This is an optimization exercise on Yosys and OpenROAD, whose aim is small area and a short achievable clock period, not a production implementation.
Only simulation tests tie the RTL to the original design; equivalence was not proved.
Power and IR drop assume default switching activity.

### flow/run.sh
#!/bin/bash
# synth_recipe.tcl (not shown) runs the flow's synth.tcl, then flattens the netlist and writes it again
# the make line also repeats each setting of config.mk as NAME=value (left out here)
make -C /OpenROAD-flow-scripts/flow DESIGN_CONFIG=/design/flow/config.mk WORK_HOME=/design/flow/orfs CLKGATE_MAP_FILE= SYNTH_SCRIPT=/design/flow/synth_recipe.tcl finish
### flow/config.mk
export PLATFORM = sky130hd
export DESIGN_NAME = fp_multiplier
export DESIGN_NICKNAME = fp_multiplier
export VERILOG_FILES = /design/flow/design.v
export SDC_FILE = /design/flow/constraint.sdc
export NUM_CORES = 4
export LEC_CHECK = 0
export CAP_MARGIN = 20
export CORE_MARGIN = 2
export CORE_UTILIZATION = 40
export CTS_CLUSTER_DIAMETER = 150
export CTS_CLUSTER_SIZE = 60
export SETUP_SLACK_MARGIN = 5
export SLEW_MARGIN = 20
export SYNTH_HIERARCHICAL = 1
### flow/constraint.sdc
create_clock -name core_clock -period 8.0 [get_ports {clk}]
set_input_delay 1.6000 -clock core_clock [delete_from_list [all_inputs] [get_ports {clk}]]
set_output_delay 1.6000 -clock core_clock [all_outputs]
set_load 0.01 [all_outputs]
### flow/design.v
module fp_multiplier (
    input         sign,
    input         clk,
    input         rst,
    input  [16:0] a,
    input  [16:0] b,
    output [17:0] out,
    output reg    overflow,
    output reg    underflow
);
  wire [17:0] xa = {sign & a[16], a};
  wire [17:0] yb = {sign & b[16], b};
  wire [8:0] neg_d, one_d, two_d;
  wire [18:0] ybz = {yb, 1'b0};
  genvar gi;
  generate for (gi = 0; gi < 9; gi = gi + 1) begin : benc
    wire y2 = ybz[2*gi+2], y1 = ybz[2*gi+1], y0 = ybz[2*gi];
    assign neg_d[gi] = y2 & ~(y1 & y0);
    assign one_d[gi] = y1 ^ y0;
    assign two_d[gi] = (y2 & ~y1 & ~y0) | (~y2 & y1 & y0);
  end endgenerate
  reg [17:0] xr;
  reg [8:0] negr, oner, twor;
  reg s1;
  always @(posedge clk) begin
    xr <= xa; negr <= neg_d; oner <= one_d; twor <= two_d; s1 <= sign;
  end
  wire [4:0] r8sel = one_d[8] ? xa[4:0] : two_d[8] ? {xa[3:0], 1'b0} : 5'd0;
  wire [5:0] r8sum = {1'b0, r8sel ^ {5{neg_d[8]}}} + neg_d[8];
  reg [5:0] r8r;
  always @(posedge clk) r8r <= r8sum;
  wire pp1, pp2, pp3, pp4, pp5, pp6, pp7, pp8, pp9, pp10, pp11, pp12;
  wire pp13, pp14, pp15, pp16, pp17, pp18, pp19, pp20, pp21, pp22, pp23, pp24;
  wire pp25, pp26, pp27, pp28, pp29, pp30, pp31, pp32, pp33, pp34, pp35, pp36;
  wire pp37, pp38, pp39, pp40, pp41, pp42, pp43, pp44, pp45, pp46, pp47, pp48;
  wire pp49, pp50, pp51, pp52, pp53, pp54, pp55, pp56, pp57, pp58, pp59, pp60;
  wire pp61, pp62, pp63, pp64, pp65, pp66, pp67, pp68, pp69, pp70, pp71, pp72;
  wire pp73, pp74, pp75, pp76, pp77, pp78, pp79, pp80, pp81, pp82, pp83, pp84;
  wire pp85, pp86, pp87, pp88, pp89, pp90, pp91, pp92, pp93, pp94, pp95, pp96;
  wire pp97, pp98, pp99, pp100, pp101, pp102, pp103, pp104, pp105, pp106, pp107, pp108;
  wire pp109, pp110, pp111, pp112, pp113, pp114, pp115, pp116, pp117, pp118, pp119, pp120;
  wire pp121, pp122, pp123, pp124, pp125, pp126, pp127, pp128, pp129, pp130, pp131, pp132;
  wire pp133, pp134, pp135, pp136, pp137, pp138, pp139, pp140, pp141, pp142, pp143, pp144;
  wire pp145, pp146, pp147, pp148, pp149, pp150, pp151, pp152, pp153, pp154, pp155, pp156;
  wire pp157, pp158, pp159, pp160, pp161, pp162, pp163, pp164, pp165, pp166, s167, c168;
  wire s169, c170, s171, c172, s173, c174, s175, c176, s177, c178, s179, c180;
  wire s181, c182, s183, c184, s185, c186, s187, c188, s189, c190, s191, c192;
  wire s193, c194, s195, c196, s197, c198, s199, c200, s201, c202, s203, c204;
  wire s205, c206, s207, c208, s209, c210, s211, c212, s213, c214, s215, c216;
  wire s217, c218, s219, c220, s221, c222, s223, c224, s225, c226, s227, c228;
  wire s229, c230, s231, c232, s233, c234, s235, c236, s237, s238, c239, s240;
  wire c241, s242, c243, s244, c245, s246, c247, s248, c249, s250, c251, s252;
  wire c253, s254, c255, s256, c257, s258, c259, s260, c261, s262, c263, s264;
  wire c265, s266, c267, s268, c269, s270, c271, s272, c273, s274, c275, s276;
  wire c277, s278, c279, s280, c281, s282, c283, s284, c285, s286, c287, s288;
  wire c289, s290, c291, s292, c293, s294, c295, s296, c297, s298, c299, s300;
  wire c301, s302, c303, s304, c305, s306, c307, s308, c309, s310, c311, s312;
  wire c313, s314, c315, s316, c317, s318, c319, s320, c321, s322, c323, s324;
  wire s325, c326, s327, c328, s329, c330, s331, c332, s333, c334, s335, c336;
  wire s337, c338, s339, c340, s341, c342, s343, c344, s345, c346, s347, c348;
  wire s349, c350, s351, c352, s353, c354, s355, c356, s357, c358, s359, c360;
  wire s361, c362, s363, c364, s365, c366, s367, c368, s369, c370, s371, c372;
  wire s373, c374, s375, c376, s377, c378, s379, s380, c381, s382, c383, s384;
  wire c385, s386, c387, s388, c389, s390, c391, s392, c393, s394, c395, s396;
  wire c397, s398, c399, s400, c401, s402, c403, s404, c405, s406, c407, s408;
  wire c409, s410, c411, s412, c413, s414, c415, s416, c417, s418, c419, s420;
  wire c421, s422, c423, s424, c425, s426, c427, s428, c429, s430, c431, s432;
  wire c433, s434, c435, s436, c437, s438, c439, s440, c441, s442, lg443, lp444;
  wire lg445, lp446, lg447, lp448, lg449, lp450, lg451, lp452, lg453, lp454, lg455, lp456;
  wire lg457, lp458, lg459, lp460, lg461, lp462, lG463, lP464, lG465, lP466, lG467, lP468;
  wire lG469, lP470, lG471, lP472, lG473, lP474, lG475, lP476, lG477, lP478, lG479, lP480;
  wire lG481, lP482, lG483, lP484, lG485, lP486, lG487, lP488, lG489, lP490, lG491, lP492;
  wire hg493, hp494, hg495, hp496, hg497, hp498, hg499, hp500, hg501, hp502, hg503, hp504;
  wire hg505, hp506, hg507, hp508, hg509, hp510, hg511, hp512, hg513, hp514, hg515, hp516;
  wire hg517, hp518, hg519, hp520, hg521, hp522, hg523, hp524, hg525, hp526, hg527, hp528;
  wire hg529, hp530, hg531, hp532, hg533, hp534, hg535, hp536, hg537, hp538, hg539, hp540;
  wire hg541, hp542, hG543, hP544, hG545, hP546, hG547, hP548, hG549, hP550, hG551, hP552;
  wire hG553, hP554, hG555, hP556, hG557, hP558, hG559, hP560, hG561, hP562, hG563, hP564;
  wire hG565, hP566, hG567, hP568, hG569, hP570, hG571, hP572, hG573, hP574, hG575, hP576;
  wire hG577, hP578, hG579, hP580, hG581, hP582, hG583, hP584, hG585, hP586, hG587, hP588;
  wire hG589, hP590, hG591, hP592, hG593, hP594, hG595, hP596, hG597, hP598, hG599, hP600;
  wire hG601, hP602, hG603, hP604, hG605, hP606, hG607, hP608, hG609, hP610, hG611, hP612;
  wire hG613, hP614, hG615, hP616, hG617, hP618, hG619, hP620, hG621, hP622, hG623, hP624;
  wire hG625, hP626, hG627, hP628, hG629, hP630, hG631, hP632, hG633, hP634, hG635, hP636;
  wire hG637, hP638, hG639, hP640, hG641, hP642, hG643, hP644, hG645, hP646, hG647, hP648;
  wire hG649, hP650;
  assign pp1 = ((oner[0] & xr[0])) ^ negr[0];
  assign pp2 = ((oner[0] & xr[1]) | (twor[0] & xr[0])) ^ negr[0];
  assign pp3 = ((oner[0] & xr[2]) | (twor[0] & xr[1])) ^ negr[0];
  assign pp4 = ((oner[0] & xr[3]) | (twor[0] & xr[2])) ^ negr[0];
  assign pp5 = ((oner[0] & xr[4]) | (twor[0] & xr[3])) ^ negr[0];
  assign pp6 = ((oner[0] & xr[5]) | (twor[0] & xr[4])) ^ negr[0];
  assign pp7 = ((oner[0] & xr[6]) | (twor[0] & xr[5])) ^ negr[0];
  assign pp8 = ((oner[0] & xr[7]) | (twor[0] & xr[6])) ^ negr[0];
  assign pp9 = ((oner[0] & xr[8]) | (twor[0] & xr[7])) ^ negr[0];
  assign pp10 = ((oner[0] & xr[9]) | (twor[0] & xr[8])) ^ negr[0];
  assign pp11 = ((oner[0] & xr[10]) | (twor[0] & xr[9])) ^ negr[0];
  assign pp12 = ((oner[0] & xr[11]) | (twor[0] & xr[10])) ^ negr[0];
  assign pp13 = ((oner[0] & xr[12]) | (twor[0] & xr[11])) ^ negr[0];
  assign pp14 = ((oner[0] & xr[13]) | (twor[0] & xr[12])) ^ negr[0];
  assign pp15 = ((oner[0] & xr[14]) | (twor[0] & xr[13])) ^ negr[0];
  assign pp16 = ((oner[0] & xr[15]) | (twor[0] & xr[14])) ^ negr[0];
  assign pp17 = ((oner[0] & xr[16]) | (twor[0] & xr[15])) ^ negr[0];
  assign pp18 = ((oner[0] & xr[17]) | (twor[0] & xr[16])) ^ negr[0];
  assign pp19 = ((oner[0] & xr[17]) | (twor[0] & xr[17])) ^ negr[0];
  assign pp20 = ~pp19;
  assign pp21 = ((oner[1] & xr[0])) ^ negr[1];
  assign pp22 = ((oner[1] & xr[1]) | (twor[1] & xr[0])) ^ negr[1];
  assign pp23 = ((oner[1] & xr[2]) | (twor[1] & xr[1])) ^ negr[1];
  assign pp24 = ((oner[1] & xr[3]) | (twor[1] & xr[2])) ^ negr[1];
  assign pp25 = ((oner[1] & xr[4]) | (twor[1] & xr[3])) ^ negr[1];
  assign pp26 = ((oner[1] & xr[5]) | (twor[1] & xr[4])) ^ negr[1];
  assign pp27 = ((oner[1] & xr[6]) | (twor[1] & xr[5])) ^ negr[1];
  assign pp28 = ((oner[1] & xr[7]) | (twor[1] & xr[6])) ^ negr[1];
  assign pp29 = ((oner[1] & xr[8]) | (twor[1] & xr[7])) ^ negr[1];
  assign pp30 = ((oner[1] & xr[9]) | (twor[1] & xr[8])) ^ negr[1];
  assign pp31 = ((oner[1] & xr[10]) | (twor[1] & xr[9])) ^ negr[1];
  assign pp32 = ((oner[1] & xr[11]) | (twor[1] & xr[10])) ^ negr[1];
  assign pp33 = ((oner[1] & xr[12]) | (twor[1] & xr[11])) ^ negr[1];
  assign pp34 = ((oner[1] & xr[13]) | (twor[1] & xr[12])) ^ negr[1];
  assign pp35 = ((oner[1] & xr[14]) | (twor[1] & xr[13])) ^ negr[1];
  assign pp36 = ((oner[1] & xr[15]) | (twor[1] & xr[14])) ^ negr[1];
  assign pp37 = ((oner[1] & xr[16]) | (twor[1] & xr[15])) ^ negr[1];
  assign pp38 = ((oner[1] & xr[17]) | (twor[1] & xr[16])) ^ negr[1];
  assign pp39 = ~(((oner[1] & xr[17]) | (twor[1] & xr[17])) ^ negr[1]);
  assign pp40 = ((oner[2] & xr[0])) ^ negr[2];
  assign pp41 = ((oner[2] & xr[1]) | (twor[2] & xr[0])) ^ negr[2];
  assign pp42 = ((oner[2] & xr[2]) | (twor[2] & xr[1])) ^ negr[2];
  assign pp43 = ((oner[2] & xr[3]) | (twor[2] & xr[2])) ^ negr[2];
  assign pp44 = ((oner[2] & xr[4]) | (twor[2] & xr[3])) ^ negr[2];
  assign pp45 = ((oner[2] & xr[5]) | (twor[2] & xr[4])) ^ negr[2];
  assign pp46 = ((oner[2] & xr[6]) | (twor[2] & xr[5])) ^ negr[2];
  assign pp47 = ((oner[2] & xr[7]) | (twor[2] & xr[6])) ^ negr[2];
  assign pp48 = ((oner[2] & xr[8]) | (twor[2] & xr[7])) ^ negr[2];
  assign pp49 = ((oner[2] & xr[9]) | (twor[2] & xr[8])) ^ negr[2];
  assign pp50 = ((oner[2] & xr[10]) | (twor[2] & xr[9])) ^ negr[2];
  assign pp51 = ((oner[2] & xr[11]) | (twor[2] & xr[10])) ^ negr[2];
  assign pp52 = ((oner[2] & xr[12]) | (twor[2] & xr[11])) ^ negr[2];
  assign pp53 = ((oner[2] & xr[13]) | (twor[2] & xr[12])) ^ negr[2];
  assign pp54 = ((oner[2] & xr[14]) | (twor[2] & xr[13])) ^ negr[2];
  assign pp55 = ((oner[2] & xr[15]) | (twor[2] & xr[14])) ^ negr[2];
  assign pp56 = ((oner[2] & xr[16]) | (twor[2] & xr[15])) ^ negr[2];
  assign pp57 = ((oner[2] & xr[17]) | (twor[2] & xr[16])) ^ negr[2];
  assign pp58 = ~(((oner[2] & xr[17]) | (twor[2] & xr[17])) ^ negr[2]);
  assign pp59 = ((oner[3] & xr[0])) ^ negr[3];
  assign pp60 = ((oner[3] & xr[1]) | (twor[3] & xr[0])) ^ negr[3];
  assign pp61 = ((oner[3] & xr[2]) | (twor[3] & xr[1])) ^ negr[3];
  assign pp62 = ((oner[3] & xr[3]) | (twor[3] & xr[2])) ^ negr[3];
  assign pp63 = ((oner[3] & xr[4]) | (twor[3] & xr[3])) ^ negr[3];
  assign pp64 = ((oner[3] & xr[5]) | (twor[3] & xr[4])) ^ negr[3];
  assign pp65 = ((oner[3] & xr[6]) | (twor[3] & xr[5])) ^ negr[3];
  assign pp66 = ((oner[3] & xr[7]) | (twor[3] & xr[6])) ^ negr[3];
  assign pp67 = ((oner[3] & xr[8]) | (twor[3] & xr[7])) ^ negr[3];
  assign pp68 = ((oner[3] & xr[9]) | (twor[3] & xr[8])) ^ negr[3];
  assign pp69 = ((oner[3] & xr[10]) | (twor[3] & xr[9])) ^ negr[3];
  assign pp70 = ((oner[3] & xr[11]) | (twor[3] & xr[10])) ^ negr[3];
  assign pp71 = ((oner[3] & xr[12]) | (twor[3] & xr[11])) ^ negr[3];
  assign pp72 = ((oner[3] & xr[13]) | (twor[3] & xr[12])) ^ negr[3];
  assign pp73 = ((oner[3] & xr[14]) | (twor[3] & xr[13])) ^ negr[3];
  assign pp74 = ((oner[3] & xr[15]) | (twor[3] & xr[14])) ^ negr[3];
  assign pp75 = ((oner[3] & xr[16]) | (twor[3] & xr[15])) ^ negr[3];
  assign pp76 = ((oner[3] & xr[17]) | (twor[3] & xr[16])) ^ negr[3];
  assign pp77 = ~(((oner[3] & xr[17]) | (twor[3] & xr[17])) ^ negr[3]);
  assign pp78 = ((oner[4] & xr[0])) ^ negr[4];
  assign pp79 = ((oner[4] & xr[1]) | (twor[4] & xr[0])) ^ negr[4];
  assign pp80 = ((oner[4] & xr[2]) | (twor[4] & xr[1])) ^ negr[4];
  assign pp81 = ((oner[4] & xr[3]) | (twor[4] & xr[2])) ^ negr[4];
  assign pp82 = ((oner[4] & xr[4]) | (twor[4] & xr[3])) ^ negr[4];
  assign pp83 = ((oner[4] & xr[5]) | (twor[4] & xr[4])) ^ negr[4];
  assign pp84 = ((oner[4] & xr[6]) | (twor[4] & xr[5])) ^ negr[4];
  assign pp85 = ((oner[4] & xr[7]) | (twor[4] & xr[6])) ^ negr[4];
  assign pp86 = ((oner[4] & xr[8]) | (twor[4] & xr[7])) ^ negr[4];
  assign pp87 = ((oner[4] & xr[9]) | (twor[4] & xr[8])) ^ negr[4];
  assign pp88 = ((oner[4] & xr[10]) | (twor[4] & xr[9])) ^ negr[4];
  assign pp89 = ((oner[4] & xr[11]) | (twor[4] & xr[10])) ^ negr[4];
  assign pp90 = ((oner[4] & xr[12]) | (twor[4] & xr[11])) ^ negr[4];
  assign pp91 = ((oner[4] & xr[13]) | (twor[4] & xr[12])) ^ negr[4];
  assign pp92 = ((oner[4] & xr[14]) | (twor[4] & xr[13])) ^ negr[4];
  assign pp93 = ((oner[4] & xr[15]) | (twor[4] & xr[14])) ^ negr[4];
  assign pp94 = ((oner[4] & xr[16]) | (twor[4] & xr[15])) ^ negr[4];
  assign pp95 = ((oner[4] & xr[17]) | (twor[4] & xr[16])) ^ negr[4];
  assign pp96 = ~(((oner[4] & xr[17]) | (twor[4] & xr[17])) ^ negr[4]);
  assign pp97 = ((oner[5] & xr[0])) ^ negr[5];
  assign pp98 = ((oner[5] & xr[1]) | (twor[5] & xr[0])) ^ negr[5];
  assign pp99 = ((oner[5] & xr[2]) | (twor[5] & xr[1])) ^ negr[5];
  assign pp100 = ((oner[5] & xr[3]) | (twor[5] & xr[2])) ^ negr[5];
  assign pp101 = ((oner[5] & xr[4]) | (twor[5] & xr[3])) ^ negr[5];
  assign pp102 = ((oner[5] & xr[5]) | (twor[5] & xr[4])) ^ negr[5];
  assign pp103 = ((oner[5] & xr[6]) | (twor[5] & xr[5])) ^ negr[5];
  assign pp104 = ((oner[5] & xr[7]) | (twor[5] & xr[6])) ^ negr[5];
  assign pp105 = ((oner[5] & xr[8]) | (twor[5] & xr[7])) ^ negr[5];
  assign pp106 = ((oner[5] & xr[9]) | (twor[5] & xr[8])) ^ negr[5];
  assign pp107 = ((oner[5] & xr[10]) | (twor[5] & xr[9])) ^ negr[5];
  assign pp108 = ((oner[5] & xr[11]) | (twor[5] & xr[10])) ^ negr[5];
  assign pp109 = ((oner[5] & xr[12]) | (twor[5] & xr[11])) ^ negr[5];
  assign pp110 = ((oner[5] & xr[13]) | (twor[5] & xr[12])) ^ negr[5];
  assign pp111 = ((oner[5] & xr[14]) | (twor[5] & xr[13])) ^ negr[5];
  assign pp112 = ((oner[5] & xr[15]) | (twor[5] & xr[14])) ^ negr[5];
  assign pp113 = ((oner[5] & xr[16]) | (twor[5] & xr[15])) ^ negr[5];
  assign pp114 = ((oner[5] & xr[17]) | (twor[5] & xr[16])) ^ negr[5];
  assign pp115 = ~(((oner[5] & xr[17]) | (twor[5] & xr[17])) ^ negr[5]);
  assign pp116 = ((oner[6] & xr[0])) ^ negr[6];
  assign pp117 = ((oner[6] & xr[1]) | (twor[6] & xr[0])) ^ negr[6];
  assign pp118 = ((oner[6] & xr[2]) | (twor[6] & xr[1])) ^ negr[6];
  assign pp119 = ((oner[6] & xr[3]) | (twor[6] & xr[2])) ^ negr[6];
  assign pp120 = ((oner[6] & xr[4]) | (twor[6] & xr[3])) ^ negr[6];
  assign pp121 = ((oner[6] & xr[5]) | (twor[6] & xr[4])) ^ negr[6];
  assign pp122 = ((oner[6] & xr[6]) | (twor[6] & xr[5])) ^ negr[6];
  assign pp123 = ((oner[6] & xr[7]) | (twor[6] & xr[6])) ^ negr[6];
  assign pp124 = ((oner[6] & xr[8]) | (twor[6] & xr[7])) ^ negr[6];
  assign pp125 = ((oner[6] & xr[9]) | (twor[6] & xr[8])) ^ negr[6];
  assign pp126 = ((oner[6] & xr[10]) | (twor[6] & xr[9])) ^ negr[6];
  assign pp127 = ((oner[6] & xr[11]) | (twor[6] & xr[10])) ^ negr[6];
  assign pp128 = ((oner[6] & xr[12]) | (twor[6] & xr[11])) ^ negr[6];
  assign pp129 = ((oner[6] & xr[13]) | (twor[6] & xr[12])) ^ negr[6];
  assign pp130 = ((oner[6] & xr[14]) | (twor[6] & xr[13])) ^ negr[6];
  assign pp131 = ((oner[6] & xr[15]) | (twor[6] & xr[14])) ^ negr[6];
  assign pp132 = ((oner[6] & xr[16]) | (twor[6] & xr[15])) ^ negr[6];
  assign pp133 = ((oner[6] & xr[17]) | (twor[6] & xr[16])) ^ negr[6];
  assign pp134 = ~(((oner[6] & xr[17]) | (twor[6] & xr[17])) ^ negr[6]);
  assign pp135 = ((oner[7] & xr[0])) ^ negr[7];
  assign pp136 = ((oner[7] & xr[1]) | (twor[7] & xr[0])) ^ negr[7];
  assign pp137 = ((oner[7] & xr[2]) | (twor[7] & xr[1])) ^ negr[7];
  assign pp138 = ((oner[7] & xr[3]) | (twor[7] & xr[2])) ^ negr[7];
  assign pp139 = ((oner[7] & xr[4]) | (twor[7] & xr[3])) ^ negr[7];
  assign pp140 = ((oner[7] & xr[5]) | (twor[7] & xr[4])) ^ negr[7];
  assign pp141 = ((oner[7] & xr[6]) | (twor[7] & xr[5])) ^ negr[7];
  assign pp142 = ((oner[7] & xr[7]) | (twor[7] & xr[6])) ^ negr[7];
  assign pp143 = ((oner[7] & xr[8]) | (twor[7] & xr[7])) ^ negr[7];
  assign pp144 = ((oner[7] & xr[9]) | (twor[7] & xr[8])) ^ negr[7];
  assign pp145 = ((oner[7] & xr[10]) | (twor[7] & xr[9])) ^ negr[7];
  assign pp146 = ((oner[7] & xr[11]) | (twor[7] & xr[10])) ^ negr[7];
  assign pp147 = ((oner[7] & xr[12]) | (twor[7] & xr[11])) ^ negr[7];
  assign pp148 = ((oner[7] & xr[13]) | (twor[7] & xr[12])) ^ negr[7];
  assign pp149 = ((oner[7] & xr[14]) | (twor[7] & xr[13])) ^ negr[7];
  assign pp150 = ((oner[7] & xr[15]) | (twor[7] & xr[14])) ^ negr[7];
  assign pp151 = ((oner[7] & xr[16]) | (twor[7] & xr[15])) ^ negr[7];
  assign pp152 = ((oner[7] & xr[17]) | (twor[7] & xr[16])) ^ negr[7];
  assign pp153 = ~(((oner[7] & xr[17]) | (twor[7] & xr[17])) ^ negr[7]);
  assign pp154 = ((oner[8] & xr[5]) | (twor[8] & xr[4])) ^ negr[8];
  assign pp155 = ((oner[8] & xr[6]) | (twor[8] & xr[5])) ^ negr[8];
  assign pp156 = ((oner[8] & xr[7]) | (twor[8] & xr[6])) ^ negr[8];
  assign pp157 = ((oner[8] & xr[8]) | (twor[8] & xr[7])) ^ negr[8];
  assign pp158 = ((oner[8] & xr[9]) | (twor[8] & xr[8])) ^ negr[8];
  assign pp159 = ((oner[8] & xr[10]) | (twor[8] & xr[9])) ^ negr[8];
  assign pp160 = ((oner[8] & xr[11]) | (twor[8] & xr[10])) ^ negr[8];
  assign pp161 = ((oner[8] & xr[12]) | (twor[8] & xr[11])) ^ negr[8];
  assign pp162 = ((oner[8] & xr[13]) | (twor[8] & xr[12])) ^ negr[8];
  assign pp163 = ((oner[8] & xr[14]) | (twor[8] & xr[13])) ^ negr[8];
  assign pp164 = ((oner[8] & xr[15]) | (twor[8] & xr[14])) ^ negr[8];
  assign pp165 = ((oner[8] & xr[16]) | (twor[8] & xr[15])) ^ negr[8];
  assign pp166 = ((oner[8] & xr[17]) | (twor[8] & xr[16])) ^ negr[8];
  fp_ha u_s167 (.a(negr[5]), .b(pp11), .s(s167), .co(c168));
  fp_ha u_s169 (.a(pp12), .b(pp30), .s(s169), .co(c170));
  fp_fa u_s171 (.a(negr[6]), .b(pp13), .c(pp31), .s(s171), .co(c172));
  fp_ha u_s173 (.a(pp48), .b(pp65), .s(s173), .co(c174));
  fp_fa u_s175 (.a(pp14), .b(pp32), .c(pp49), .s(s175), .co(c176));
  fp_ha u_s177 (.a(pp66), .b(pp83), .s(s177), .co(c178));
  fp_fa u_s179 (.a(negr[7]), .b(pp15), .c(pp33), .s(s179), .co(c180));
  fp_fa u_s181 (.a(pp50), .b(pp67), .c(pp84), .s(s181), .co(c182));
  fp_ha u_s183 (.a(pp101), .b(pp118), .s(s183), .co(c184));
  fp_fa u_s185 (.a(pp16), .b(pp34), .c(pp51), .s(s185), .co(c186));
  fp_fa u_s187 (.a(pp68), .b(pp85), .c(pp102), .s(s187), .co(c188));
  fp_ha u_s189 (.a(pp119), .b(pp136), .s(s189), .co(c190));
  fp_fa u_s191 (.a(r8r[0]), .b(pp17), .c(pp35), .s(s191), .co(c192));
  fp_fa u_s193 (.a(pp52), .b(pp69), .c(pp86), .s(s193), .co(c194));
  fp_fa u_s195 (.a(pp103), .b(pp120), .c(pp137), .s(s195), .co(c196));
  fp_fa u_s197 (.a(r8r[1]), .b(pp18), .c(pp36), .s(s197), .co(c198));
  fp_fa u_s199 (.a(pp53), .b(pp70), .c(pp87), .s(s199), .co(c200));
  fp_fa u_s201 (.a(pp104), .b(pp121), .c(pp138), .s(s201), .co(c202));
  fp_fa u_s203 (.a(r8r[2]), .b(pp19), .c(pp37), .s(s203), .co(c204));
  fp_fa u_s205 (.a(pp54), .b(pp71), .c(pp88), .s(s205), .co(c206));
  fp_fa u_s207 (.a(pp105), .b(pp122), .c(pp139), .s(s207), .co(c208));
  fp_fa u_s209 (.a(r8r[3]), .b(pp19), .c(pp38), .s(s209), .co(c210));
  fp_fa u_s211 (.a(pp55), .b(pp72), .c(pp89), .s(s211), .co(c212));
  fp_fa u_s213 (.a(pp106), .b(pp123), .c(pp140), .s(s213), .co(c214));
  fp_fa u_s215 (.a(r8r[4]), .b(pp39), .c(pp56), .s(s215), .co(c216));
  fp_fa u_s217 (.a(pp73), .b(pp90), .c(pp107), .s(s217), .co(c218));
  fp_fa u_s219 (.a(pp124), .b(pp141), .c(pp20), .s(s219), .co(c220));
  assign s221 = ~(r8r[5] ^ pp57);
  assign c222 = r8r[5] | pp57;
  fp_fa u_s223 (.a(pp74), .b(pp91), .c(pp108), .s(s223), .co(c224));
  fp_fa u_s225 (.a(pp125), .b(pp142), .c(pp154), .s(s225), .co(c226));
  fp_fa u_s227 (.a(pp58), .b(pp75), .c(pp92), .s(s227), .co(c228));
  fp_fa u_s229 (.a(pp109), .b(pp126), .c(pp143), .s(s229), .co(c230));
  assign s231 = ~(pp76 ^ pp93);
  assign c232 = pp76 | pp93;
  fp_ha u_s233 (.a(pp110), .b(pp127), .s(s233), .co(c234));
  fp_fa u_s235 (.a(pp77), .b(pp94), .c(pp111), .s(s235), .co(c236));
  assign s237 = ~pp95;
  fp_ha u_s238 (.a(negr[3]), .b(pp7), .s(s238), .co(c239));
  fp_ha u_s240 (.a(pp8), .b(pp26), .s(s240), .co(c241));
  fp_fa u_s242 (.a(negr[4]), .b(pp9), .c(pp27), .s(s242), .co(c243));
  fp_ha u_s244 (.a(pp44), .b(pp61), .s(s244), .co(c245));
  fp_fa u_s246 (.a(pp10), .b(pp28), .c(pp45), .s(s246), .co(c247));
  fp_ha u_s248 (.a(pp62), .b(pp79), .s(s248), .co(c249));
  fp_fa u_s250 (.a(pp29), .b(pp46), .c(pp63), .s(s250), .co(c251));
  fp_fa u_s252 (.a(pp80), .b(pp97), .c(s167), .s(s252), .co(c253));
  fp_fa u_s254 (.a(pp47), .b(pp64), .c(pp81), .s(s254), .co(c255));
  fp_fa u_s256 (.a(pp98), .b(c168), .c(s169), .s(s256), .co(c257));
  fp_fa u_s258 (.a(pp82), .b(pp99), .c(pp116), .s(s258), .co(c259));
  fp_fa u_s260 (.a(c170), .b(s173), .c(s171), .s(s260), .co(c261));
  fp_fa u_s262 (.a(pp100), .b(pp117), .c(c174), .s(s262), .co(c263));
  fp_fa u_s264 (.a(s177), .b(c172), .c(s175), .s(s264), .co(c265));
  fp_fa u_s266 (.a(pp135), .b(c178), .c(s183), .s(s266), .co(c267));
  fp_fa u_s268 (.a(c176), .b(s179), .c(s181), .s(s268), .co(c269));
  fp_fa u_s270 (.a(c184), .b(s189), .c(c180), .s(s270), .co(c271));
  fp_fa u_s272 (.a(c182), .b(s185), .c(s187), .s(s272), .co(c273));
  fp_fa u_s274 (.a(c190), .b(c186), .c(c188), .s(s274), .co(c275));
  fp_fa u_s276 (.a(s191), .b(s193), .c(s195), .s(s276), .co(c277));
  fp_fa u_s278 (.a(c192), .b(c194), .c(c196), .s(s278), .co(c279));
  fp_fa u_s280 (.a(s197), .b(s199), .c(s201), .s(s280), .co(c281));
  fp_fa u_s282 (.a(c198), .b(c200), .c(c202), .s(s282), .co(c283));
  fp_fa u_s284 (.a(s203), .b(s205), .c(s207), .s(s284), .co(c285));
  fp_fa u_s286 (.a(c204), .b(c206), .c(c208), .s(s286), .co(c287));
  fp_fa u_s288 (.a(s209), .b(s211), .c(s213), .s(s288), .co(c289));
  fp_fa u_s290 (.a(c210), .b(c212), .c(c214), .s(s290), .co(c291));
  fp_fa u_s292 (.a(s215), .b(s217), .c(s219), .s(s292), .co(c293));
  fp_fa u_s294 (.a(s221), .b(c216), .c(c218), .s(s294), .co(c295));
  fp_fa u_s296 (.a(c220), .b(s223), .c(s225), .s(s296), .co(c297));
  fp_fa u_s298 (.a(pp155), .b(c222), .c(c224), .s(s298), .co(c299));
  fp_fa u_s300 (.a(c226), .b(s227), .c(s229), .s(s300), .co(c301));
  fp_fa u_s302 (.a(pp144), .b(pp156), .c(s231), .s(s302), .co(c303));
  fp_fa u_s304 (.a(s233), .b(c228), .c(c230), .s(s304), .co(c305));
  fp_fa u_s306 (.a(pp128), .b(pp145), .c(pp157), .s(s306), .co(c307));
  fp_fa u_s308 (.a(c232), .b(c234), .c(s235), .s(s308), .co(c309));
  fp_fa u_s310 (.a(pp112), .b(pp129), .c(pp146), .s(s310), .co(c311));
  fp_fa u_s312 (.a(pp158), .b(s237), .c(c236), .s(s312), .co(c313));
  fp_fa u_s314 (.a(pp95), .b(pp96), .c(pp113), .s(s314), .co(c315));
  fp_fa u_s316 (.a(pp130), .b(pp147), .c(pp159), .s(s316), .co(c317));
  assign s318 = ~(pp114 ^ pp131);
  assign c319 = pp114 | pp131;
  fp_ha u_s320 (.a(pp148), .b(pp160), .s(s320), .co(c321));
  fp_fa u_s322 (.a(pp115), .b(pp132), .c(pp149), .s(s322), .co(c323));
  assign s324 = ~pp133;
  fp_ha u_s325 (.a(negr[2]), .b(pp5), .s(s325), .co(c326));
  fp_ha u_s327 (.a(pp6), .b(pp24), .s(s327), .co(c328));
  fp_fa u_s329 (.a(pp25), .b(pp42), .c(pp59), .s(s329), .co(c330));
  fp_fa u_s331 (.a(pp43), .b(pp60), .c(c239), .s(s331), .co(c332));
  fp_fa u_s333 (.a(pp78), .b(c241), .c(s244), .s(s333), .co(c334));
  fp_fa u_s335 (.a(c245), .b(s248), .c(c243), .s(s335), .co(c336));
  fp_fa u_s337 (.a(c249), .b(c247), .c(s250), .s(s337), .co(c338));
  fp_fa u_s339 (.a(c251), .b(s254), .c(c253), .s(s339), .co(c340));
  fp_fa u_s341 (.a(c255), .b(s258), .c(c257), .s(s341), .co(c342));
  fp_fa u_s343 (.a(c259), .b(s262), .c(c261), .s(s343), .co(c344));
  fp_fa u_s345 (.a(c263), .b(s266), .c(c265), .s(s345), .co(c346));
  fp_fa u_s347 (.a(c267), .b(c269), .c(s270), .s(s347), .co(c348));
  fp_fa u_s349 (.a(c271), .b(c273), .c(s274), .s(s349), .co(c350));
  fp_fa u_s351 (.a(c275), .b(c277), .c(s278), .s(s351), .co(c352));
  fp_fa u_s353 (.a(c279), .b(c281), .c(s282), .s(s353), .co(c354));
  fp_fa u_s355 (.a(c283), .b(c285), .c(s286), .s(s355), .co(c356));
  fp_fa u_s357 (.a(c287), .b(c289), .c(s290), .s(s357), .co(c358));
  fp_fa u_s359 (.a(c291), .b(s294), .c(c293), .s(s359), .co(c360));
  fp_fa u_s361 (.a(c295), .b(c297), .c(s298), .s(s361), .co(c362));
  fp_fa u_s363 (.a(s302), .b(c299), .c(c301), .s(s363), .co(c364));
  fp_fa u_s365 (.a(s306), .b(c303), .c(c305), .s(s365), .co(c366));
  fp_fa u_s367 (.a(c307), .b(s310), .c(c309), .s(s367), .co(c368));
  fp_fa u_s369 (.a(c311), .b(s314), .c(s316), .s(s369), .co(c370));
  fp_fa u_s371 (.a(s318), .b(s320), .c(c315), .s(s371), .co(c372));
  fp_fa u_s373 (.a(pp161), .b(c319), .c(c321), .s(s373), .co(c374));
  fp_fa u_s375 (.a(pp150), .b(pp162), .c(s324), .s(s375), .co(c376));
  fp_fa u_s377 (.a(pp133), .b(pp134), .c(pp151), .s(s377), .co(c378));
  assign s379 = ~pp152;
  fp_ha u_s380 (.a(negr[1]), .b(pp3), .s(s380), .co(c381));
  fp_ha u_s382 (.a(pp4), .b(pp22), .s(s382), .co(c383));
  fp_fa u_s384 (.a(pp23), .b(pp40), .c(s325), .s(s384), .co(c385));
  fp_fa u_s386 (.a(pp41), .b(c326), .c(s327), .s(s386), .co(c387));
  fp_fa u_s388 (.a(c328), .b(s238), .c(s329), .s(s388), .co(c389));
  fp_fa u_s390 (.a(s240), .b(c330), .c(s331), .s(s390), .co(c391));
  fp_fa u_s392 (.a(s242), .b(c332), .c(s333), .s(s392), .co(c393));
  fp_fa u_s394 (.a(s246), .b(c334), .c(s335), .s(s394), .co(c395));
  fp_fa u_s396 (.a(s252), .b(c336), .c(s337), .s(s396), .co(c397));
  fp_fa u_s398 (.a(s256), .b(c338), .c(s339), .s(s398), .co(c399));
  fp_fa u_s400 (.a(s260), .b(c340), .c(s341), .s(s400), .co(c401));
  fp_fa u_s402 (.a(s264), .b(c342), .c(s343), .s(s402), .co(c403));
  fp_fa u_s404 (.a(s268), .b(c344), .c(s345), .s(s404), .co(c405));
  fp_fa u_s406 (.a(s272), .b(c346), .c(s347), .s(s406), .co(c407));
  fp_fa u_s408 (.a(s276), .b(c348), .c(s349), .s(s408), .co(c409));
  fp_fa u_s410 (.a(s280), .b(c350), .c(s351), .s(s410), .co(c411));
  fp_fa u_s412 (.a(s284), .b(c352), .c(s353), .s(s412), .co(c413));
  fp_fa u_s414 (.a(s288), .b(c354), .c(s355), .s(s414), .co(c415));
  fp_fa u_s416 (.a(s292), .b(c356), .c(s357), .s(s416), .co(c417));
  fp_fa u_s418 (.a(s296), .b(c358), .c(s359), .s(s418), .co(c419));
  fp_fa u_s420 (.a(s300), .b(c360), .c(s361), .s(s420), .co(c421));
  fp_fa u_s422 (.a(s304), .b(c362), .c(s363), .s(s422), .co(c423));
  fp_fa u_s424 (.a(s308), .b(s365), .c(c364), .s(s424), .co(c425));
  fp_fa u_s426 (.a(s312), .b(c366), .c(s367), .s(s426), .co(c427));
  fp_fa u_s428 (.a(c313), .b(s369), .c(c368), .s(s428), .co(c429));
  fp_fa u_s430 (.a(c317), .b(c370), .c(s371), .s(s430), .co(c431));
  fp_fa u_s432 (.a(s322), .b(s373), .c(c372), .s(s432), .co(c433));
  fp_fa u_s434 (.a(c323), .b(s375), .c(c374), .s(s434), .co(c435));
  fp_fa u_s436 (.a(pp163), .b(c376), .c(s377), .s(s436), .co(c437));
  fp_fa u_s438 (.a(pp164), .b(s379), .c(c378), .s(s438), .co(c439));
  fp_fa u_s440 (.a(pp152), .b(pp153), .c(pp165), .s(s440), .co(c441));
  assign s442 = ~pp166;
  assign lg443 = (negr[0] & pp1);
  assign lp444 = (negr[0] ^ pp1);
  assign lg445 = (pp2 & 1'b0);
  assign lp446 = (pp2 ^ 1'b0);
  assign lg447 = (s380 & pp21);
  assign lp448 = (s380 ^ pp21);
  assign lg449 = (c381 & s382);
  assign lp450 = (c381 ^ s382);
  assign lg451 = (c383 & s384);
  assign lp452 = (c383 ^ s384);
  assign lg453 = (c385 & s386);
  assign lp454 = (c385 ^ s386);
  assign lg455 = (c387 & s388);
  assign lp456 = (c387 ^ s388);
  assign lg457 = (c389 & s390);
  assign lp458 = (c389 ^ s390);
  assign lg459 = (c391 & s392);
  assign lp460 = (c391 ^ s392);
  assign lg461 = (c393 & s394);
  assign lp462 = (c393 ^ s394);
  assign lG463 = lg445 | (lp446 & lg443);
  assign lP464 = lp446 & lp444;
  assign lG465 = lg449 | (lp450 & lg447);
  assign lP466 = lp450 & lp448;
  assign lG467 = lg453 | (lp454 & lg451);
  assign lP468 = lp454 & lp452;
  assign lG469 = lg457 | (lp458 & lg455);
  assign lP470 = lp458 & lp456;
  assign lG471 = lg461 | (lp462 & lg459);
  assign lP472 = lp462 & lp460;
  assign lG473 = lg447 | (lp448 & lG463);
  assign lP474 = lp448 & lP464;
  assign lG475 = lG465 | (lP466 & lG463);
  assign lP476 = lP466 & lP464;
  assign lG477 = lg455 | (lp456 & lG467);
  assign lP478 = lp456 & lP468;
  assign lG479 = lG469 | (lP470 & lG467);
  assign lP480 = lP470 & lP468;
  assign lG481 = lg451 | (lp452 & lG475);
  assign lP482 = lp452 & lP476;
  assign lG483 = lG467 | (lP468 & lG475);
  assign lP484 = lP468 & lP476;
  assign lG485 = lG477 | (lP478 & lG475);
  assign lP486 = lP478 & lP476;
  assign lG487 = lG479 | (lP480 & lG475);
  assign lP488 = lP480 & lP476;
  assign lG489 = lg459 | (lp460 & lG487);
  assign lP490 = lp460 & lP488;
  assign lG491 = lG471 | (lP472 & lG487);
  assign lP492 = lP472 & lP488;
  wire ck_w = lG491;
  wire [9:0] lzt = {((c393 ^ s394) ~^ (c391 | s392)), ((c391 ^ s392) ~^ (c389 | s390)), ((c389 ^ s390) ~^ (c387 | s388)), ((c387 ^ s388) ~^ (c385 | s386)), ((c385 ^ s386) ~^ (c383 | s384)), ((c383 ^ s384) ~^ (c381 | s382)), ((c381 ^ s382) ~^ (s380 | pp21)), ((s380 ^ pp21) ~^ (pp2 | 1'b0)), ((pp2 ^ 1'b0) ~^ (negr[0] | pp1)), ~(negr[0] ^ pp1)};
  wire [9:0] lot = {(c393 ^ s394), (c391 ^ s392), (c389 ^ s390), (c387 ^ s388), (c385 ^ s386), (c383 ^ s384), (c381 ^ s382), (s380 ^ pp21), (pp2 ^ 1'b0), (negr[0] ^ pp1)};
  wire [23:0] ha_w = {c441, c439, c437, c435, c433, c431, c429, c427, c425, c423, c421, c419, c417, c415, c413, c411, c409, c407, c405, c403, c401, c399, c397, c395};
  wire [23:0] hb_w = {s442, s440, s438, s436, s434, s432, s430, s428, s426, s424, s422, s420, s418, s416, s414, s412, s410, s408, s406, s404, s402, s400, s398, s396};
  reg [23:0] ra, rb;
  reg lor, land, ck, s2, rst_d;
  always @(posedge clk) begin
    ra <= ha_w; rb <= hb_w; s2 <= s1; rst_d <= rst;
    lor <= ~&lzt; land <= &lot; ck <= ck_w;
  end
  assign hg493 = (ck & ck);
  assign hp494 = (ck ^ ck);
  assign hg495 = (ra[0] & rb[0]);
  assign hp496 = (ra[0] ^ rb[0]);
  assign hg497 = (ra[1] & rb[1]);
  assign hp498 = (ra[1] ^ rb[1]);
  assign hg499 = (ra[2] & rb[2]);
  assign hp500 = (ra[2] ^ rb[2]);
  assign hg501 = (ra[3] & rb[3]);
  assign hp502 = (ra[3] ^ rb[3]);
  assign hg503 = (ra[4] & rb[4]);
  assign hp504 = (ra[4] ^ rb[4]);
  assign hg505 = (ra[5] & rb[5]);
  assign hp506 = (ra[5] ^ rb[5]);
  assign hg507 = (ra[6] & rb[6]);
  assign hp508 = (ra[6] ^ rb[6]);
  assign hg509 = (ra[7] & rb[7]);
  assign hp510 = (ra[7] ^ rb[7]);
  assign hg511 = (ra[8] & rb[8]);
  assign hp512 = (ra[8] ^ rb[8]);
  assign hg513 = (ra[9] & rb[9]);
  assign hp514 = (ra[9] ^ rb[9]);
  assign hg515 = (ra[10] & rb[10]);
  assign hp516 = (ra[10] ^ rb[10]);
  assign hg517 = (ra[11] & rb[11]);
  assign hp518 = (ra[11] ^ rb[11]);
  assign hg519 = (ra[12] & rb[12]);
  assign hp520 = (ra[12] ^ rb[12]);
  assign hg521 = (ra[13] & rb[13]);
  assign hp522 = (ra[13] ^ rb[13]);
  assign hg523 = (ra[14] & rb[14]);
  assign hp524 = (ra[14] ^ rb[14]);
  assign hg525 = (ra[15] & rb[15]);
  assign hp526 = (ra[15] ^ rb[15]);
  assign hg527 = (ra[16] & rb[16]);
  assign hp528 = (ra[16] ^ rb[16]);
  assign hg529 = (ra[17] & rb[17]);
  assign hp530 = (ra[17] ^ rb[17]);
  assign hg531 = (ra[18] & rb[18]);
  assign hp532 = (ra[18] ^ rb[18]);
  assign hg533 = (ra[19] & rb[19]);
  assign hp534 = (ra[19] ^ rb[19]);
  assign hg535 = (ra[20] & rb[20]);
  assign hp536 = (ra[20] ^ rb[20]);
  assign hg537 = (ra[21] & rb[21]);
  assign hp538 = (ra[21] ^ rb[21]);
  assign hg539 = (ra[22] & rb[22]);
  assign hp540 = (ra[22] ^ rb[22]);
  assign hg541 = (ra[23] & rb[23]);
  assign hp542 = (ra[23] ^ rb[23]);
  assign hG543 = hg495 | (hp496 & hg493);
  assign hP544 = hp496 & hp494;
  assign hG545 = hg499 | (hp500 & hg497);
  assign hP546 = hp500 & hp498;
  assign hG547 = hg503 | (hp504 & hg501);
  assign hP548 = hp504 & hp502;
  assign hG549 = hg507 | (hp508 & hg505);
  assign hP550 = hp508 & hp506;
  assign hG551 = hg511 | (hp512 & hg509);
  assign hP552 = hp512 & hp510;
  assign hG553 = hg515 | (hp516 & hg513);
  assign hP554 = hp516 & hp514;
  assign hG555 = hg519 | (hp520 & hg517);
  assign hP556 = hp520 & hp518;
  assign hG557 = hg523 | (hp524 & hg521);
  assign hP558 = hp524 & hp522;
  assign hG559 = hg527 | (hp528 & hg525);
  assign hP560 = hp528 & hp526;
  assign hG561 = hg531 | (hp532 & hg529);
  assign hP562 = hp532 & hp530;
  assign hG563 = hg535 | (hp536 & hg533);
  assign hP564 = hp536 & hp534;
  assign hG565 = hg539 | (hp540 & hg537);
  assign hP566 = hp540 & hp538;
  assign hG567 = hg497 | (hp498 & hG543);
  assign hP568 = hp498 & hP544;
  assign hG569 = hG545 | (hP546 & hG543);
  assign hP570 = hP546 & hP544;
  assign hG571 = hg505 | (hp506 & hG547);
  assign hP572 = hp506 & hP548;
  assign hG573 = hG549 | (hP550 & hG547);
  assign hP574 = hP550 & hP548;
  assign hG575 = hg513 | (hp514 & hG551);
  assign hP576 = hp514 & hP552;
  assign hG577 = hG553 | (hP554 & hG551);
  assign hP578 = hP554 & hP552;
  assign hG579 = hg521 | (hp522 & hG555);
  assign hP580 = hp522 & hP556;
  assign hG581 = hG557 | (hP558 & hG555);
  assign hP582 = hP558 & hP556;
  assign hG583 = hg529 | (hp530 & hG559);
  assign hP584 = hp530 & hP560;
  assign hG585 = hG561 | (hP562 & hG559);
  assign hP586 = hP562 & hP560;
  assign hG587 = hg537 | (hp538 & hG563);
  assign hP588 = hp538 & hP564;
  assign hG589 = hG565 | (hP566 & hG563);
  assign hP590 = hP566 & hP564;
  assign hG591 = hg501 | (hp502 & hG569);
  assign hP592 = hp502 & hP570;
  assign hG593 = hG547 | (hP548 & hG569);
  assign hP594 = hP548 & hP570;
  assign hG595 = hG571 | (hP572 & hG569);
  assign hP596 = hP572 & hP570;
  assign hG597 = hG573 | (hP574 & hG569);
  assign hP598 = hP574 & hP570;
  assign hG599 = hg517 | (hp518 & hG577);
  assign hP600 = hp518 & hP578;
  assign hG601 = hG555 | (hP556 & hG577);
  assign hP602 = hP556 & hP578;
  assign hG603 = hG579 | (hP580 & hG577);
  assign hP604 = hP580 & hP578;
  assign hG605 = hG581 | (hP582 & hG577);
  assign hP606 = hP582 & hP578;
  assign hG607 = hg533 | (hp534 & hG585);
  assign hP608 = hp534 & hP586;
  assign hG609 = hG563 | (hP564 & hG585);
  assign hP610 = hP564 & hP586;
  assign hG611 = hG587 | (hP588 & hG585);
  assign hP612 = hP588 & hP586;
  assign hG613 = hG589 | (hP590 & hG585);
  assign hP614 = hP590 & hP586;
  assign hG615 = hg509 | (hp510 & hG597);
  assign hP616 = hp510 & hP598;
  assign hG617 = hG551 | (hP552 & hG597);
  assign hP618 = hP552 & hP598;
  assign hG619 = hG575 | (hP576 & hG597);
  assign hP620 = hP576 & hP598;
  assign hG621 = hG577 | (hP578 & hG597);
  assign hP622 = hP578 & hP598;
  assign hG623 = hG599 | (hP600 & hG597);
  assign hP624 = hP600 & hP598;
  assign hG625 = hG601 | (hP602 & hG597);
  assign hP626 = hP602 & hP598;
  assign hG627 = hG603 | (hP604 & hG597);
  assign hP628 = hP604 & hP598;
  assign hG629 = hG605 | (hP606 & hG597);
  assign hP630 = hP606 & hP598;
  assign hG631 = hg541 | (hp542 & hG613);
  assign hP632 = hp542 & hP614;
  assign hG633 = hg525 | (hp526 & hG629);
  assign hP634 = hp526 & hP630;
  assign hG635 = hG559 | (hP560 & hG629);
  assign hP636 = hP560 & hP630;
  assign hG637 = hG583 | (hP584 & hG629);
  assign hP638 = hP584 & hP630;
  assign hG639 = hG585 | (hP586 & hG629);
  assign hP640 = hP586 & hP630;
  assign hG641 = hG607 | (hP608 & hG629);
  assign hP642 = hP608 & hP630;
  assign hG643 = hG609 | (hP610 & hG629);
  assign hP644 = hP610 & hP630;
  assign hG645 = hG611 | (hP612 & hG629);
  assign hP646 = hP612 & hP630;
  assign hG647 = hG613 | (hP614 & hG629);
  assign hP648 = hP614 & hP630;
  assign hG649 = hG631 | (hP632 & hG629);
  assign hP650 = hP632 & hP630;
  wire [33:10] ph = {(hp542 ^ hG647), (hp540 ^ hG645), (hp538 ^ hG643), (hp536 ^ hG641), (hp534 ^ hG639), (hp532 ^ hG637), (hp530 ^ hG635), (hp528 ^ hG633), (hp526 ^ hG629), (hp524 ^ hG627), (hp522 ^ hG625), (hp520 ^ hG623), (hp518 ^ hG621), (hp516 ^ hG619), (hp514 ^ hG617), (hp512 ^ hG615), (hp510 ^ hG597), (hp508 ^ hG595), (hp506 ^ hG593), (hp504 ^ hG591), (hp502 ^ hG569), (hp500 ^ hG567), (hp498 ^ hG543), (hp496 ^ hg493)};
  wire neg = s2 & ph[33];
  wire ovf_w = neg ? ~&ph[33:25] : |ph[33:24];
  wire unf_w = neg ? ~(&ph[15:10] & land) : (|ph[15:10] | lor);
  wire clr = rst | rst_d;
  reg [17:0] out_r;
  always @(posedge clk) begin
    out_r     <= clr ? 18'd0 : ph[31:14];
    overflow  <= clr ? 1'b0 : ovf_w;
    underflow <= clr ? 1'b0 : unf_w;
  end
  assign out = out_r;
endmodule
module fp_fa (input a, input b, input c, output s, output co);
  assign s = a ^ b ^ c;
  assign co = (a & b) | (c & (a ^ b));
endmodule
module fp_ha (input a, input b, output s, output co);
  assign s = a ^ b;
  assign co = a & b;
endmodule
==> flow_summary.ini, run 1 <==
[outcome]
status = complete, no violations

[place]
gp_congestion = 0.862
port_buffers = 56
dp.cells = 1282
dp_hpwl_um = 17600
dpl_cell_area_um2 = 11000

[synthesis]
avgSynthCellArea_um2 = 10.5
synth_area_um2 = 10300
ys.flop_type = dfxtp_1
synth_top_family_by_area = adder cells
yosysSeqAreaShare = 0.244
ys_warn_count = 7
syn_inst = 980
synth-adder-area-share = 0.319
synth_nets = 1206
synth_mux_area_frac = 0.00292
synth.distinct_cells = 51
synthArstFlopShare = 0
yosys_register_bits = 125
synth_xor_area_frac = 0.167
synth-edff-count = 0
synth_compound_area_frac = 0.159
yosys.area_share.simple = 0.0609

[setup_path]
worst-path-max-fanout = 7
cp-start-kind = register
reg2reg_depth = 8
reg2reg_slack_ns = 4.97
cp_top_family = adder cells
cp_cell_sequence = buf_12 -> buf_4 -> a22oi_1 -> xnor2_1 -> fa_1 -> fa_1 -> fa_1 -> fa_1
critical-path-slowest-cell = fa_1
cp_common_cell = fa_1
endpoint_kind = register
cp_slowest_stage_delay_ns = 0.52
timing.rr.end = rb[4]
worstSetupPathType = reg2reg
worstReg2RegStart = oner[2]
cp.required_ns = 8.29
critical_path_arrival_ns = 3.33
crit_buf_inv = 2

[hold_path]
worstHoldStart = s1
hold_end = s2
hp-class = reg2reg
min_path_cells = 0

[power_and_ir_drop]
clock_power_share = 0.168
p_switching_mw = 1.86
p_per_area_nw_per_um2 = 360
netSwitchingFraction = 0.417
finalPower_mw = 4.46
internal_power_mw = 2.60
vdd_ir_drop_max_uv = 148
pwr-share-comb = 0.616
p_leak_nw = 4.75
seqPwrFrac = 0.216

[global_route]
grt.overflow.total = 0
antenna_found_initial = 0
grt_pass1_vias = 7449
grt_max_degree = 21
grt_pass1_wl_um = 41100
grt_usage = 0.198

[die]
ios = 57
die_w_um = 164
rows = 58
core_um2 = 25200
fp.dieH_um = 164
start_util = 0.408
dieArea_um2 = 27000

[drt]
firstDrtPassIters = 6
vias = 7390
drc_errors = 0
drtIter0Drc = 798
viasPerCell = 5.43
drtAntennaViolNets = 0
wire_per_inst_um = 19.2
drt_wl_total_um = 26100

[clock_tree]
clock-sinks = 125
htreeDepth = 4
cts_tree = yes
cts_buffers = 17
cts_buffer_depth = 2
cts.clk_slew.worst_paths_ns = 0.07
clkLatencyLatePin_ns = 0.43
cts_root_buf = clkbuf_16

[cells_and_area]
fillers = 2260
num_antenna_cells = 0
layout.cells.most_common_list = xnor2_1, a22oi_1, fa_1, dfxtp_1, ha_1
layout.nets = 1245
finalNonFillerCells = 1362
layout_commonest_cell = xnor2_1
layout-drive-gt1-share = 0.172
area_growth_pct = 20.6
design_area_um2 = 12400

[run]
max-cap-violations = 0

[sta]
rsz0062_at_grt = yes
period_needed_ns = 3.03
setup_viol = 0
fmax_mhz = 330
final_hold_viol_count = 0
setup_tns_ns = 0
tightest_slew_ns = 0.549
slew_headroom = 0.631
finalClockSkew_ns = 0.0165
fin_crit_sh = 0.379
holdWs_ns = 0.418
finalMaxSlewViolations = 0
==> state kept, by name, summed over array words and instances, names as in the netlist <==
signal / cells
ck: 1
land: 1
lor: 1
negr: 9
oner: 9
out_r: 18
overflow: 1
r8r: 6
ra: 24
rb: 24
rst_d: 1
s1: 1
s2: 1
twor: 9
underflow: 1
xr: 18
==> layout make-up <==
| class | count | area (um^2) | area share |
|---|---|---|---|
| clock buffer | 18 | 439 | 0.0354 |
| clock inverter | 14 | 135 | 0.0109 |
| inverter | 36 | 135 | 0.0109 |
| multi-input combinational | 726 | 7470 | 0.603 |
| sequential | 125 | 2630 | 0.212 |
| tap | 330 | 413 | 0.0333 |
| timing repair buffer | 113 | 1160 | 0.0937 |
==> how the worst max path moves through the flow <==
stage | startpoint | end | slack [ns] | depth (start not counted)
after CTS | oner[0] | rb[12] | 5.00 | 8
after detailed placement | negr[0] | lor | 4.45 | 8
final | oner[2] | rb[4] | 4.97 | 8
after global placement | twor[0] | rb[12] | 4.49 | 7
after global routing | oner[2] | rb[5] | 4.90 | 8
after floorplan | xr[3] | ck | 4.99 | 12
==> cell families (layout without fill, tap and decap cells) <==
logic type	after synthesis	in the layout
compound gates	220	220
simple gates	118	118
flops	125	125
buf+inv	129	181
fa+ha+maj	189	189
xor+xnor	196	196
mux	3	3
==> layer usage <==
metal,global-route usage,share of wire,vias up
met3,0.0513,0.086,50
met4,0.0502,0.019,0
met5,0,0,-
li1,-,-,3426
met1,0.282,0.45,3582
met2,0.299,0.44,332
==> per-module statistics from Yosys (local to each module, per instance) <==
module	flops+latches	copies in the design	cells inside
fp_fa	0	117	1
fp_ha	0	16	1
fp_multiplier	125	1	847
==> stage by stage <==
stage | utilization | setup WS, ns
after detailed placement | 0.436 | 4.45
after global placement | 0.436 | 4.49
final | 0.492 | 4.97
after floorplan | - | 4.99
after CTS | 0.480 | 5.00
after global routing | 0.492 | 4.90
==> repair_timing <==
item / CTS / global route
cloned: 1 / 0
gates resized for setup: 86 / 40
setup buffers: 32 / 15
hold buffers: 0 / 0
pin swaps: 7 / 24
setup endpoints to repair: 37 / 21
==> synth_stat cells (8+ instances only) <==
| library cell | instances | area share |
|---|---|---|
| a21o_1 | 8 | 0.0058 |
| a21oi_1 | 14 | 0.0068 |
| a22oi_1 | 149 | 0.11 |
| buf_1 | 23 | 0.0084 |
| clkbuf_1 | 70 | 0.026 |
| dfxtp_1 | 125 | 0.24 |
| fa_1 | 122 | 0.24 |
| ha_1 | 67 | 0.082 |
| inv_1 | 35 | 0.013 |
| nand2_1 | 26 | 0.0095 |
| nor2_1 | 23 | 0.0084 |
| nor2b_1 | 15 | 0.0091 |
| o21ai_0 | 23 | 0.011 |
| xnor2_1 | 173 | 0.15 |
| xor2_1 | 23 | 0.020 |
==> power by group through the flow <==
stage	Clock [mW]	Sequential [mW]	Combinational, mW
3_3_place_gp	0	0.989	2.48
2_1_floorplan	0	0.910	1.97
4_1_cts	0.772	0.967	2.64
6_report	0.749	0.965	2.75
3_5_place_dp	0	0.991	2.55
5_1_grt	0.796	0.982	3.11
==> run 2: changes to the inputs <==
--- a/flow/config.mk
+++ b/flow/config.mk
@@ -8,8 +8,6 @@
 export CAP_MARGIN = 20
 export CORE_MARGIN = 2
 export CORE_UTILIZATION = 40
-export CTS_CLUSTER_DIAMETER = 150
-export CTS_CLUSTER_SIZE = 60
 export SETUP_SLACK_MARGIN = 5
 export SLEW_MARGIN = 20
 export SYNTH_HIERARCHICAL = 1
==> run 2 against run 1 <==
  * Still clean on timing, DRC and antenna
  * Die area is the same
  * Area after synthesis is the same
  * Routed wire length is the same
  * Clock skew is the same
  * Total power is the same
  * Final cell count is the same
==> flow_summary.ini, run 2 <==
[cells_and_area]
layout.cells.most_common_list = xnor2_1, a22oi_1, fa_1, dfxtp_1, ha_1
layout_commonest_cell = xnor2_1
layout-drive-gt1-share = 0.172
area_growth_pct = 20.6
num_antenna_cells = 0
layout.nets = 1245
top_regs = ra x24, rb x24

[place]
gp_congestion = 0.862
dp_hpwl_um = 17600
port_buffers = 56

[sta]
setup_tns_ns = 0
slew_headroom = 0.631
setup_viol = 0
finalMaxSlewViolations = 0
fmax_mhz = 330
finalClockSkew_ns = 0.0165
period_needed_ns = 3.03
rsz0062_at_grt = yes
final_hold_viol_count = 0
fin_crit_sh = 0.379
tightest_slew_ns = 0.549

[global_route]
grt_usage = 0.198
antenna_found_initial = 0
grt_pass1_wl_um = 41100
grt_max_degree = 21
grt.overflow.total = 0
grt_pass1_vias = 7449

[clock_tree]
cts_tree = yes
clkLatencyLatePin_ns = 0.43
clock-sinks = 125
htreeDepth = 4
cts_buffer_depth = 2
cts_buffers = 17
cts.clk_slew.worst_paths_ns = 0.07
cts_root_buf = clkbuf_16

[die]
fp.dieH_um = 164
ios = 57
rows = 58
core_um2 = 25200
die_w_um = 164
dieArea_um2 = 27000
start_util = 0.408

[synthesis]
synth.area.top_cells = dfxtp_1, fa_1, xnor2_1
synth.distinct_cells = 51
yosys_register_bits = 125
synth-edff-count = 0
synth_top_cell_by_area = dfxtp_1
ys.flop_type = dfxtp_1
avgSynthCellArea_um2 = 10.5
syn_inst = 980
synth_top_cells_by_count = xnor2_1, a22oi_1, dfxtp_1
synth_most_common_cell = xnor2_1
netlist.area_leader.share = 0.244
ys_warn_count = 7
synth_area_um2 = 10300
yosysSeqAreaShare = 0.244
synthArstFlopShare = 0
synth_nets = 1206

[power_and_ir_drop]
p_per_area_nw_per_um2 = 360
finalPower_mw = 4.46
vdd_ir_drop_max_uv = 148
p_leak_nw = 4.75

[setup_path]
cp-start-kind = register
worstReg2RegStart = oner[2]
worstSetupPathType = reg2reg
cp_cell_sequence = buf_12 -> buf_4 -> a22oi_1 -> xnor2_1 -> fa_1 -> fa_1 -> fa_1 -> fa_1
cp_common_cell = fa_1
critical-path-slowest-cell = fa_1
cp.required_ns = 8.29
reg2reg_depth = 8
worst-path-max-fanout = 7
endpoint_kind = register
critical_path_arrival_ns = 3.33
timing.rr.end = rb[4]
cp_slowest_stage_delay_ns = 0.52
reg2reg_slack_ns = 4.97

[hold_path]
min_path_cells = 0
hp-class = reg2reg
hold_end = s2
worstHoldStart = s1

[run]
max-cap-violations = 0

[drt]
vias = 7390
firstDrtPassIters = 6
viasPerCell = 5.43
drc_errors = 0
drtAntennaViolNets = 0
wire_per_inst_um = 19.2
drtIter0Drc = 798
drt_wl_total_um = 26100

[outcome]
status = complete, no violations
run 2: cells by family (layout without fill, tap and decap cells):
| kind of cell | Yosys count | in the layout | share of synthesized area |
|---|---|---|---|
| buf+inv | 129 | 181 | 0.0471 |
| xor+xnor | 196 | 196 | 0.167 |
| fa+ha+maj | 189 | 189 | 0.319 |
| flops | 125 | 125 | 0.244 |
| compound gates | 220 | 220 | 0.159 |
| mux | 3 | 3 | 0.00292 |
| simple gates | 118 | 118 | 0.0609 |
run 2: Yosys stat by module, one instance, submodules excluded:
module	area, um^2	flip-flops and latches
fp_ha	12.5	0
fp_fa	20.0	0
fp_multiplier	7730	125
run 2: how the worst max path moves through the flow:
stage / start / to / slack (ns) / depth (start not counted)
6_report: oner[2] / rb[4] / 4.97 / 8
5_1_grt: oner[2] / rb[5] / 4.90 / 8
4_1_cts: oner[0] / rb[12] / 5.00 / 8
3_5_place_dp: negr[0] / lor / 4.45 / 8
3_3_place_gp: twor[0] / rb[12] / 4.49 / 7
2_1_floorplan: xr[3] / ck / 4.99 / 12
run 2: power by group:
group | internal (mW) | leakage (nW) | switching [mW]
sequential | 0.833 | 1.06 | 0.132
combinational | 1.33 | 3.42 | 1.42
clock | 0.441 | 0.271 | 0.308
total | 2.60 | 4.75 | 1.86
run 2: stage by stage:
step | hold slack (ns) | worst slack (ns) | cells | utilization | cell area [um^2]
floorplan | 0.310 | 4.99 | 980 | - | 10400
global placement | 0.401 | 4.49 | 1282 | 0.436 | 11000
detailed placement | 0.399 | 4.45 | 1282 | 0.436 | 11000
CTS | 0.397 | 5.00 | 1347 | 0.480 | 12100
global route | 0.407 | 4.90 | 1362 | 0.492 | 12400
finish | 0.418 | 4.97 | 1362 | 0.492 | 12400
run 2: metal layers:
layer,track usage,vias to the layer above,wire length (um)
li1,-,3426,-
met1,0.282,3582,11800
met2,0.299,332,11500
met3,0.0513,50,2250
met4,0.0502,0,484
met5,0,-,0
run 2: final cells by class:
class / instances / area (um^2)
Sequential cell: 125 / 2630
Clock buffer: 18 / 439
Fill cell: 2260 / 12800
Clock inverter: 14 / 135
Inverter: 36 / 135
Multi-Input combinational cell: 726 / 7470
Tap cell: 330 / 413
Timing Repair Buffer: 113 / 1160
run 2: critical path: cells and delay by family, from the launching register on:
family	cells	cell delay, ns
flops	1	0.39
buf+inv	2	0.27
compound gates	1	0.21
xor+xnor	1	0.17
fa+ha+maj	4	1.86
run 2: what timing repair did:
action | in CTS | in global routing
buffers inserted | 32 | 15
pin swaps | 7 | 24
resized for setup | 86 | 40
endpoints found under the setup margin | 37 | 21
gates cloned | 1 | 0
hold buffers | 0 | 0
==> run 3: changes to the inputs <==
==> flow/flow/run.sh (new file) <==
#!/bin/bash
# Standard layout, with a plain buffer (buf_2) on every input and output port
# and no dummy clock loads in the clock tree.
set -euo pipefail
bash standard.sh "BUFFER_PORTS_ARGS=-buffer_cell sky130_fd_sc_hd__buf_2" \
  "CTS_ARGS=-sink_clustering_enable -repair_clock_nets -dont_use_dummy_load" finish > make_finish.log 2>&1
==> flow/standard.sh (new file) <==
#!/bin/bash
# synth_recipe.tcl (not shown) runs the flow's synth.tcl, then flattens the netlist and writes it again
# the make line also repeats each setting of config.mk as NAME=value (left out here)
make -C /OpenROAD-flow-scripts/flow DESIGN_CONFIG=/design/flow/config.mk WORK_HOME=/design/flow/orfs CLKGATE_MAP_FILE= SYNTH_SCRIPT=/design/flow/synth_recipe.tcl "${@:-finish}"
removed: flow/run.sh
==> run 3 against run 2 <==
  * Die area unchanged
  * Still clean
  * Critical endpoint is now rb[9]
  * Highest routed layer unchanged
  * First-iteration DRC count decreased by 27%
  * Maximum frequency increased by 2.6%
  * Final area decreased by 2.8%
==> flow_summary.ini, run 3 <==
[clock_tree]
cts_root_buf = clkbuf_16
cts_tree = yes
htreeDepth = 4
clkLatencyLatePin_ns = 0.41
cts_buffers = 17

[drt]
drtIter0Drc = 583
vias = 7339
drt_wl_total_um = 25900
drc_errors = 0
wl_met2_um = 11400
drt-met1-wl_um = 12000
viasPerCell = 5.40
firstDrtPassIters = 5
wire_per_inst_um = 19.1

[cells_and_area]
multi_input_area_um2 = 7510
layout.cells.most_common_list = xnor2_1, a22oi_1, fa_1, dfxtp_1, ha_1
regArea_um2 = 2640
layout-drive-gt1-share = 0.230
num_antenna_cells = 0

[die]
dieArea_um2 = 27000
ios = 57
core_um2 = 25200

[sta]
fin_crit_sh = 0.370
tightest_slew_ns = 0.533
period_needed_ns = 2.96
setup_viol = 0
setup_tns_ns = 0
finalMaxSlewViolations = 0
rsz0062_at_grt = yes
slew_headroom = 0.641

[synthesis]
synth-edff-count = 0
avgSynthCellArea_um2 = 10.5
yosys_register_bits = 125
yosysSeqAreaShare = 0.244
synthArstFlopShare = 0
netlist.area_leader.share = 0.244
ys.flop_type = dfxtp_1
synth_top_cell_by_area = dfxtp_1
syn_inst = 980

[outcome]
status = complete, no violations

[setup_path]
cp_cell_sequence = buf_4 -> a22oi_1 -> xnor2_1 -> fa_1 -> fa_2 -> fa_1 -> fa_1
worst-path-max-fanout = 9
endpoint_kind = register
cp-start-kind = register
critical_path_arrival_ns = 3.24
worstSetupPathType = reg2reg

[global_route]
grt_pass1_wl_um = 39800

[run]
max-cap-violations = 0

[place]
port_buffers = 56
[run 3: cell count changes in the layout (fill, tap and decap cells not counted), moves of 3 or more]
cell             before  now
a22oi_2               9   12
fa_2                 15   18
clkdlybuf4s50_1      55    0
clkinvlp_4            4    0
dfxtp_4              33   36
inv_6                 6    0
fa_1                107  104
buf_2                 1   57
a22oi_1             140  137
buf_4                41   54
[run 3: logic make-up after synthesis]
group | share of synthesized area
AOI/OAI and AO/OA | 0.159
xor gates and xnor gates | 0.167
adders and majority gates | 0.319
buffers and inverters | 0.0471
DFF | 0.244
and+or+nand+nor | 0.0609
muxes | 0.00292
[run 3: layout make-up]
| type | instances | share of cell area |
|---|---|---|
| well taps | 330 | 0.0343 |
| inverters | 36 | 0.0112 |
| clock buffers | 17 | 0.0353 |
| repair buffers | 125 | 0.0760 |
| multi-input cells | 726 | 0.624 |
| flip-flops and latches | 125 | 0.219 |
[run 3: modules after synthesis, one instance, submodules excluded]
module         times used  flops+latches  cell area, um^2  cells
fp_ha                  16              0             12.5      1
fp_multiplier           1            125             7730    847
fp_fa                 117              0             20.0      1
[run 3: per-stage QoR]
stage	setup WS [ns]	hold WS (ns)	cell area, um^2	cells	util
after floorplan	4.99	0.310	10400	980	-
after global placement	4.46	0.397	10700	1280	0.425
after detailed placement	4.39	0.398	10700	1280	0.425
after CTS	4.99	0.381	11400	1311	0.453
after global routing	4.95	0.386	12000	1359	0.478
final	5.04	0.401	12000	1359	0.478
[run 3: worst paths after layout]
| kind | from | endpoint | slack (ns) | cells past startpoint |
|---|---|---|---|---|
| worst max-delay path | oner[1] | rb[9] | 5.04 | 7 |
| worst min-delay path | s1 | s2 | 0.40 | 0 |
| worst max register to register | oner[1] | rb[9] | 5.04 | 7 |
| worst min register to register | s1 | s2 | 0.40 | 0 |
[run 3: repair_timing]
item / in CTS / in global routing
buffers inserted: 14 / 48
gates cloned: 0 / 0
pin swaps: 3 / 43
endpoints found under the setup margin: 34 / 21
gates resized for setup: 71 / 60
hold buffers: 0 / 0
[run 3: power by group]
| part | switching (mW) | total (mW) | internal (mW) |
|---|---|---|---|
| registers | 0.131 | 0.964 | 0.833 |
| logic | 1.42 | 2.72 | 1.30 |
| clock network | 0.236 | 0.602 | 0.366 |
| total | 1.78 | 4.29 | 2.50 |
[run 3: per-layer routing]
layer	vias to the layer above	global-route usage
li1	3431	-
met4	0	0.0415
met2	342	0.284
met1	3547	0.281
met5	-	0
met3	19	0.0465
[run 3: critical path: cells and delay by family, from the launching register on]
family,cells,cell delay (ns)
XOR/XNOR,1,0.21
flip-flops,1,0.40
adder cells (fa/ha/maj),4,1.84
AO/OA/AOI/OAI,1,0.22
buffers and inverters,1,0.16

separate check: timing with driven ports:
The flow's constraints put no driver on any port. The routed layouts listed below were extracted and timed again, unchanged, in two steps. Step 1 sets driving cells, clkbuf_16 on the clock port and buf_2 on the other inputs (assumed; they add their load-dependent delay and slew). Step 2, shift: input delay + t, output delay - t, t = (earliest + latest rising clock arrival at the registers) / 2. This alone moves slack from input paths to output paths. Slacks: no drivers / after step 1 / after step 2; pairs: no drivers / after step 1.
run | t, ns | setup WS [ns]
run 1 | 0.464 | 4.966 / 4.966 / 4.659
run 2 | 0.464 | 4.966 / 4.966 / 4.659
run 3 | 0.450 | 5.043 / 5.043 / 4.887
After both steps setup and hold are still met in every run listed.
